Source: an optimization exercise on an open RTL-to-GDS flow (aim: small area, a short achievable clock period and few clock cycles per item). Production flows keep margins and buffers that such runs may drop. In this exercise RTL edits were held to simulation tests only and were not proved equivalent to the original. Power figures rest on the tool's default switching activity, not on a simulated workload.

run 1:
==> flow/design.v (excerpt) <==
module multiplier #(
    parameter WIDTH = 32
)(
    input  logic                   clk,
    input  logic                   rst_n,
    input  logic                   start,
    input  logic [WIDTH-1:0]       a,
    input  logic [WIDTH-1:0]       b,
    output logic [2*WIDTH-1:0]     result,
    output logic                   done
);
Size: roughly 2800 cells after synthesis, ~140 flip-flops, roughly 130 I/O pins, roughly 0.027 mm^2 of cells after synthesis.
Settings: LEC_CHECK=0, ABC_AREA=1, CAP_MARGIN=20, CORE_MARGIN=2, CORE_UTILIZATION=40, SETUP_SLACK_MARGIN=0.3, SLEW_MARGIN=20, SYNTH_HIERARCHICAL=1, SYNTH_MINIMUM_KEEP_SIZE=0; clock period 5.0 ns.
run.sh (not shown) runs the stock make flow with config.mk's settings and CLKGATE_MAP_FILE= SYNTH_SCRIPT=/design/flow/synth_recipe.tcl, a recipe that flattens the netlist after the stock synthesis.
Testbench counts of run 1, summed over its fixed seeds: cycles 1,280, items 1,280.
Here is what was changed in the inputs of run 2 compared with run 1.
==> flow/flow/run.sh (new file) <==
#!/bin/bash
# The standard layout (the standard.sh, unchanged synthesis), except that
# the input and output ports are buffered with sky130_fd_sc_hd__buf_2 cells
# instead of the delay cells that buffer_ports picks by default.
set -o pipefail
export BUFFER_PORTS_ARGS="-buffer_cell sky130_fd_sc_hd__buf_2"
bash standard.sh > standard.log 2>&1
==> flow/standard.sh (new file) <==
#!/bin/bash
# synth_recipe.tcl (not shown) runs the flow's synth.tcl, then flattens the netlist and writes it again
# the make line also repeats each setting of config.mk as NAME=value (left out here)
make -C /OpenROAD-flow-scripts/flow DESIGN_CONFIG=/design/flow/config.mk WORK_HOME=/design/flow/orfs CLKGATE_MAP_FILE= SYNTH_SCRIPT=/design/flow/synth_recipe.tcl "${@:-finish}"
--- a/flow/config.mk
+++ b/flow/config.mk
@@ -11,3 +11,3 @@
 export CORE_UTILIZATION = 40
-export SETUP_SLACK_MARGIN = 0.3
+export GPL_ROUTABILITY_DRIVEN = 0
 export SLEW_MARGIN = 20
removed: flow/run.sh
Notes after the runs:
Comparing run 2 against run 1, there is no change at all in top-level I/O count.
Run 2 ended up with r37_1$_DFFE_PP_ as its startpoint of the most critical setup path; run 1 ended up with r35_0$_DFFE_PP_.
Comparing run 1 and run 2, switching power share of the total is lower on run 1.
Cmp run 2 vs run 1: area overhead of the layout relative to synthesis lower in run 2
diff inputs: run 2 => run 3
--- a/flow/config.mk
+++ b/flow/config.mk
@@ -11,3 +11,3 @@
 export CORE_UTILIZATION = 40
-export GPL_ROUTABILITY_DRIVEN = 0
+export CTS_BUF_LIST = sky130_fd_sc_hd__clkbuf_4 sky130_fd_sc_hd__clkbuf_8
 export SLEW_MARGIN = 20
Run 2 | status: complete | timing, DRC, antenna: pass
In summary, run 3 completed successfully, with a layout that passed the timing, design-rule and antenna checks.
When the final numbers for run 2 and run 3 were put side by side, the number of antenna violations at the first check in global routing turned out to be greater in run 2.
From run 2 to run 3, netlist area before placement did not move at all.
Between run 2 and run 3, the logic depth of the worst setup path including buffers is lower for run 3.
Compared run 3 against run 2; overall power after layout within noise.
Run 2 → run 3: cell area flat, minimum setup slack in the final design down 0.066 ns, multi-input logic portion of the cell area up 0.16 points, global-route usage up 1.0 points.
Looking at largest voltage drop on the vdd net, run 3 sits about 13% higher than run 2 does.

========
Setup of P:
Starting RTL as in the previous note.
export LEC_CHECK = 0
export ABC_AREA = 1
export CAP_MARGIN = 20
export CORE_MARGIN = 2
export CORE_UTILIZATION = 40
export SLEW_MARGIN = 20
export SYNTH_HIERARCHICAL = 1
export SYNTH_MINIMUM_KEEP_SIZE = 0
create_clock -name core_clock -period 5.0 [get_ports {clk}]
standard.sh (not shown) runs the stock make flow with config.mk's settings and CLKGATE_MAP_FILE= SYNTH_SCRIPT=/design/flow/synth_recipe.tcl, a recipe that flattens the netlist after the stock synthesis.
==> flow/flow/run.sh <==
#!/bin/bash
# The standard layout (the standard.sh, unchanged synthesis), except that
# the input and output ports are buffered with sky130_fd_sc_hd__buf_2 cells
# instead of the delay cells that buffer_ports picks by default.
set -o pipefail
export BUFFER_PORTS_ARGS="-buffer_cell sky130_fd_sc_hd__buf_2"
bash standard.sh > standard.log 2>&1
Looking at the reports, P completed the entire flow and the layout it produced met the timing, design-rule and antenna checks.
Testbench counts of P, summed over its fixed seeds: cycles 1,280, items 1,280.
Changes in Q relative to P:
==> flow/run.sh (new file) <==
#!/bin/bash
# synth_recipe.tcl (not shown) runs the flow's synth.tcl, then flattens the netlist and writes it again
# the make line also repeats each setting of config.mk as NAME=value (left out here)
make -C /OpenROAD-flow-scripts/flow DESIGN_CONFIG=/design/flow/config.mk WORK_HOME=/design/flow/orfs CLKGATE_MAP_FILE= SYNTH_SCRIPT=/design/flow/synth_recipe.tcl finish
removed: flow/flow/run.sh
removed: flow/standard.sh
[summary]
Re clock net sink count: no difference whatsoever between P and Q.
Q against P: sequential share of layout area shrank by 0.74 points, worst voltage drop across the vdd grid went up, number of cells in the finished layout apart from fillers climbed 141, final design instance area without fill now larger.
met4 as the highest layer used for signal routing was reported by P, and met5 by Q.
When Q is measured against P, its worst hold slack turns out 370 ps higher.

========
multiplier again, from the RTL that the note above started with.
clock: 5.0 ns
lec_check: 0
abc_area: 1
cap_margin: 20
core_margin: 2
core_utilization: 55
slew_margin: 20
synth_hierarchical: 1
synth_minimum_keep_size: 0
==> flow/flow/run.sh <==
#!/bin/bash
# The standard layout (the standard.sh, unchanged synthesis), except that
# the input and output ports are buffered with sky130_fd_sc_hd__buf_2 cells
# instead of the delay cells that buffer_ports picks by default.
set -o pipefail
export BUFFER_PORTS_ARGS="-buffer_cell sky130_fd_sc_hd__buf_2"
bash standard.sh > standard.log 2>&1
Testbench counts at the start, summed over its fixed seeds: cycles 1,280, items 1,280.
Next try:
==> flow/flow/run.sh (replaced) <==
#!/bin/bash
# The standard layout (the standard.sh, unchanged synthesis), except that
# the input and output ports are buffered with sky130_fd_sc_hd__buf_1 cells
# instead of the delay cells that buffer_ports picks by default.
set -o pipefail
export BUFFER_PORTS_ARGS="-buffer_cell sky130_fd_sc_hd__buf_1"
bash standard.sh > standard.log 2>&1
Settings changed: CORE_UTILIZATION 55 to 40.
The new run finished clean; synthesized area is unchanged; hold slack gets worse by 0.028 ns; combinational power stays flat; global-route usage goes down by 8.9 points.

==> what the ideal ports hide <==
No port has a modelled driver above. Below, the same layouts with a new extraction and two added sets of constraints.
Step 1: set_driving_cell puts a clkbuf_16 on clk and a buf_2 on each other input, an assumption about the parent block.
Step 2 moves the port delays by t, midway between the first and last clock arrival at a register: inputs arrive t later, outputs are due t later. That takes back most of the time a late clock gives input paths.
Three values: ideal ports, drivers, drivers and shift; two values: the first two.
| run | t (ns) | setup WS [ns] | slew at the worst register clock pin (ns) |
|---|---|---|---|
| run 1 | 0.555 | 0.051 / -0.012 / -0.156 | 0.07 / 0.07 |
| run 2 | 0.563 | 0.120 / 0.058 / -0.054 | 0.08 / 0.08 |
| run 3 | 0.627 | 0.054 / -0.001 / -0.078 | 0.11 / 0.11 |
| P | 0.552 | 0.145 / 0.084 / -0.042 | 0.08 / 0.08 |
| Q | 0.568 | 0.164 / 0.100 / -0.364 | 0.07 / 0.07 |
| the first run of note 3 | 0.551 | 0.099 / 0.038 / -0.063 | 0.07 / 0.07 |
| the second run of note 3 | 0.567 | 0.146 / 0.081 / -0.340 | 0.08 / 0.08 |
Met with ideal ports but missed after step 2: setup timing in every run listed. The setup slack of Q, which loses most, moves by -0.064 ns with the drivers and by -0.528 ns with both steps.
